This is an optimization exercise on Yosys and OpenROAD, whose aim is small area and a short achievable clock period, not a production implementation. No functional check of the RTL was part of this run.

## config.mk

```make
export PLATFORM = sky130hd
export DESIGN_NAME = mult_top
export DESIGN_NICKNAME = mult_top
export VERILOG_FILES = /design/flow/design.v
export SDC_FILE = /design/flow/constraint.sdc
export NUM_CORES = 4
export LEC_CHECK = 0
export CAP_MARGIN = 20
export CORE_MARGIN = 2
export CORE_UTILIZATION = 40
export SLEW_MARGIN = 20
```

## constraint.sdc

```tcl
create_clock -name core_clock -period 28.0 [get_ports {clk}]
set_input_delay 5.6000 -clock core_clock [delete_from_list [all_inputs] [get_ports {clk}]]
set_output_delay 5.6000 -clock core_clock [all_outputs]
set_load 0.01 [all_outputs]
```

## design.v

```verilog
module mult_top (
    input             clk,
    input      [31:0] mplier,
    input      [31:0] mcand,
    output     [63:0] product
);
    reg  [31:0] mplier_q;
    reg  [31:0] mcand_q;
    reg  [63:0] product_q;
    wire [63:0] product_d;
    signed_array_mplier #(.N(32)) u_mult (
        .mplier (mplier_q),
        .mcand  (mcand_q),
        .product(product_d)
    );
    always @(posedge clk) begin
        mplier_q  <= mplier;
        mcand_q   <= mcand;
        product_q <= product_d;
    end
    assign product = product_q;
endmodule

module full_adder (
    input  a, b, c,
    output sum, cout
);
    assign sum = a ^ b ^ c;
    assign cout = (a & b) | (b & c) | (c & a);
endmodule
module signed_array_mplier #(
    parameter N = 32
) (
    input  [N-1:0]   mplier,
    input  [N-1:0]   mcand,
    output [2*N-1:0] product
);
    wire [N-1:0] pp [0:N-1];
    genvar i, j;
    generate
        for (i=0; i<N; i=i+1) begin : pp_gen
            for (j=0; j<N; j=j+1) begin : and_gen
                if(j == N-1 ^ i == N-1)                          
                    assign pp[i][j] = !(mcand[i] & mplier[j]);
                else
                    assign pp[i][j] = mcand[i] & mplier[j];
            end
        end
    endgenerate
    wire [N-1:0] sum [0:N-1];
    wire [N-1:0] carry [0:N-1];
    generate
        for (i = 0; i < N; i = i + 1) begin : rows_gen
            for (j = 0; j < N; j = j + 1) begin : cols_gen
                if (i == 0) begin                                
                    full_adder fa (
                        .a(pp[i][j]),
                        .b(1'b0),                                
                        .c(1'b0),                              
                        .sum(sum[i][j]),
                        .cout(carry[i][j])
                    );
                end
                else if (i > 0 && j == N-1) begin                
                    full_adder fa (
                        .a(pp[i][j]),
                        .b(carry[i-1][j]),
                        .c(1'b0),
                        .sum(sum[i][j]),
                        .cout(carry[i][j])
                    );
                end
                else begin                                       
                    full_adder fa (
                        .a(pp[i][j]),
                        .b(sum[i-1][j+1]),
                        .c(carry[i-1][j]),
                        .sum(sum[i][j]),
                        .cout(carry[i][j])
                    );
                end
            end
        end
    endgenerate
    wire [N-1:0] cin;
    assign cin[0] = 1'b1;
    assign product[0] = sum[0][0];
    generate
        for (j = 0; j < N ; j = j + 1) begin : Connect_lower_bits_of_product
            assign product[j] = sum[j][0];
        end
        for (i = 0; i < N-1; i = i + 1) begin : Connect_upper_bits_of_product
             full_adder fa (
                        .a(sum[N-1][i+1]),
                        .b(carry[N-1][i]),
                        .c(cin[i]),
            			.sum(product[N+i]),              
            			.cout(cin[i+1])
                     );
        end
    endgenerate
    assign product[2*N-1] = cin[N-1] + 1;
endmodule
```

## run.sh

```bash
#!/bin/bash
# synth_recipe.tcl (not shown) runs the flow's synth.tcl, then flattens the netlist and writes it again
# the make line also repeats each setting of config.mk as NAME=value (left out here)
make -C /OpenROAD-flow-scripts/flow DESIGN_CONFIG=/design/flow/config.mk WORK_HOME=/design/flow/orfs CLKGATE_MAP_FILE= SYNTH_SCRIPT=/design/flow/synth_recipe.tcl finish
```

==> impl_metrics.env <==
export IMPL_instances_no_fill=3571
export IMPL_syn_inst=2595
export IMPL_port_buffers=128
export IMPL_worst_setup_path_end_kind="flip-flop"
export IMPL_yosys_top_cells_area="fa_1, and2_1, dfxtp_1"
export IMPL_fmax_mhz=36.6
export IMPL_netlist_top_cell_by_area="fa_1"
export IMPL_finalHoldViolCount=0
export IMPL_dpl_cell_area_sq_mm=0.0322
export IMPL_ys_seq_area_frac=0.0845
export IMPL_drive_gt1_frac=0.0465
export IMPL_dp_cells=3539
export IMPL_drc=0
export IMPL_ys_types=10
export IMPL_cts_made_buffers=17
export IMPL_clk_latency_ns=0.49
export IMPL_totalWireLength_mm=48.1
export IMPL_dieArea_sq_mm=0.0780
export IMPL_drt_pass1_iterations=4
export IMPL_post_cts_buffers=0
export IMPL_grt_use_total=0.136
export IMPL_synthAdderAreaFrac=0.647
export IMPL_design_core_area_sq_mm=0.0747
export IMPL_final_area_sq_mm=0.0329
export IMPL_die_w_um=279
export IMPL_whs_ns=0.741
export IMPL_cp_buffers_inverters=5
export IMPL_cts_path_max_buffers=2
export IMPL_grt_busiest_layer="met2"
export IMPL_status="no timing/DRC/antenna violations"
export IMPL_slew_headroom=0.324
export IMPL_first_global_vias=19528
export IMPL_start_util=0.406
export IMPL_hp_class="flip-flop to flip-flop"
export IMPL_antenna_found_initial=0
export IMPL_grt_use_met2=0.247
export IMPL_layout_commonest_cell="and2_1"
export IMPL_critPathRequiredTime_ns=28.39
export IMPL_syn_cell_area_sq_mm=0.0303
export IMPL_critPathMaxStageDelay_ns=0.58
export IMPL_synth_top_family_by_area="adder cells"
export IMPL_critPathMaxFanout=14
export IMPL_grt_max_degree=33
export IMPL_layout_common_cells="and2_1, fa_1, inv_1"
export IMPL_nNetsFinal=3646
export IMPL_max_cap_violations=0
export IMPL_holdBufCountCts=0
export IMPL_timing_critical_path_mode_cell="fa_1"
export IMPL_cp_data_arrival_time_ns=27.74
export IMPL_grt_ovfl_total=0
export IMPL_vias=16799
export IMPL_cts_sinks=128
export IMPL_drt_first_iter_violations=327
export IMPL_cpLargestDelayFamily="adder cells"
export IMPL_critPathLaunchType="flip-flop"
export IMPL_gp_congestion=0.743
export IMPL_cts_root_buf="clkbuf_16"
export IMPL_cts_htree_levels=4
export IMPL_die_h_um=279
export IMPL_diodes=0
export IMPL_num_rows=100
export IMPL_synth_seq_cells=128
export IMPL_hpwl_mm=43.2
export IMPL_syn_area_per_cell_sq_um=11.7
export IMPL_fin_crit_sh=0.977
export IMPL_yosysTopAreaCellShare=0.634
export IMPL_io_pins=129
export IMPL_min_period_ns=27.35
export IMPL_drv_slew=0
export IMPL_yosys_warnings=2
export IMPL_clock_skew_final_ns=0.0170
export IMPL_ant_nets=0
export IMPL_fin_util=0.441
export IMPL_crit_type="flip-flop to flip-flop"
export IMPL_syn2layout_area_growth_pct=8.61
export IMPL_grtUsageMet3=0.0238
export IMPL_synth_xor_xnor_area_share=0
export IMPL_cts_tree="done"
export IMPL_setup_viol=0
export IMPL_synth_compound_area_frac=0
export IMPL_vias_per_cell=4.70
export IMPL_wl_per_cell_um=13.5
export IMPL_cts_clk_slew_worst_paths_ns=0.07
export IMPL_syn_nets=3652
export IMPL_grt_pass1_wl_mm=89.2
export IMPL_synth_mux_area_frac=0
export IMPL_worstMarginPinSlew_ns=1.01
export IMPL_slowest_stage="fa_2"
export IMPL_grtUsageMet1=0.170
export IMPL_yosys_area_share_simple=0.204
-- synth_stat cells --
library cell,count
clkbuf_2,116
inv_1,259
buf_2,75
and2_1,927
buf_4,1
and2_2,8
nand2_1,89
ha_1,32
dfxtp_1,128
fa_1,960
-- worst register-to-register path, delay by kind of cell (launching register included) --
family / cells / cell delay [ns]
buf+inv: 5 / 0.36
fa+ha+maj: 62 / 26.41
simple gates: 1 / 0.17
flops: 1 / 0.30
-- cells by family (layout without fill, tap and decap cells) --
group / count (synthesis) / in the layout
and+or+nand+nor: 1024 / 1024
buffers and inverters: 451 / 458
adders and majority gates: 992 / 992
DFF: 128 / 128
-- per-stage QoR --
step | setup WS [ns] | setup TNS, ns
2_1_floorplan | 0.650 | 0
3_3_place_gp | 0.00332 | 0
3_5_place_dp | -0.393 | -0.671
4_1_cts | 0.0434 | 0
5_1_grt | -0.0463 | -0.0463
6_report | 0.646 | 0
-- sequential cells by signal, indices dropped and copies added, names as in the netlist --
name,cells
mcand_q,32
mplier_q,32
product_q,64
-- area by class of cell --
class / count / area, sq um
repair buffers: 167 / 1620
fillers: 7039 / 41800
well taps: 969 / 1210
clock inverters: 13 / 188
multi-input cells: 2016 / 25900
flip-flops and latches: 128 / 2560
inverters: 259 / 972
clock buffers: 19 / 443
-- final timing paths --
kind                              from  cells after the start  slack [ns]                    end
setup / recovery  mplier_q[29]$_DFF_P_                     68        0.65  product_q[62]$_DFF_P_
hold / removal      mcand_q[0]$_DFF_P_                      2        0.74   product_q[0]$_DFF_P_
setup reg to reg  mplier_q[29]$_DFF_P_                     68        0.65  product_q[62]$_DFF_P_
hold reg to reg     mcand_q[0]$_DFF_P_                      2        0.74   product_q[0]$_DFF_P_
-- layer usage --
layer	routed length, um	part of all wire
met1	20300	0.42
met2	26300	0.55
met3	1060	0.022
met4	454	0.0094
met5	0	0
-- repair_timing --
item                                    in CTS  in global routing
gates resized for setup                     18                 26
endpoints found under the setup margin       3                  3
pin swaps                                   46                 29
gates cloned                                 0                  0

## re-timing with driven ports
No port has a modelled driver above. Below, the same layout with a new extraction and two added sets of constraints. Step 1: set_driving_cell puts a clkbuf_16 on clk and a buf_2 on each other input, an assumption about the parent block. Step 2 adds t to the input delays and takes it off the output delays; t is the mean of the earliest and latest rising clock arrival at the registers after step 1. Input paths then give back, and output paths get back, about the clock's delay inside the block. Slacks: ideal ports / drivers / drivers and shift; pairs: ideal ports / drivers.
t, ns: 0.536
slack for setup (ns): 0.646 / 0.646 / 0.646
hold WS [ns]: 0.741 / 0.741 / 0.741
worst setup path after step 2: register to register
slew at the worst register clock pin (ns): 0.07 / 0.07
After both steps this run still meets setup and hold. The setup slack of this run moves by 0.000 ns with the drivers and by 0.000 ns with both steps.
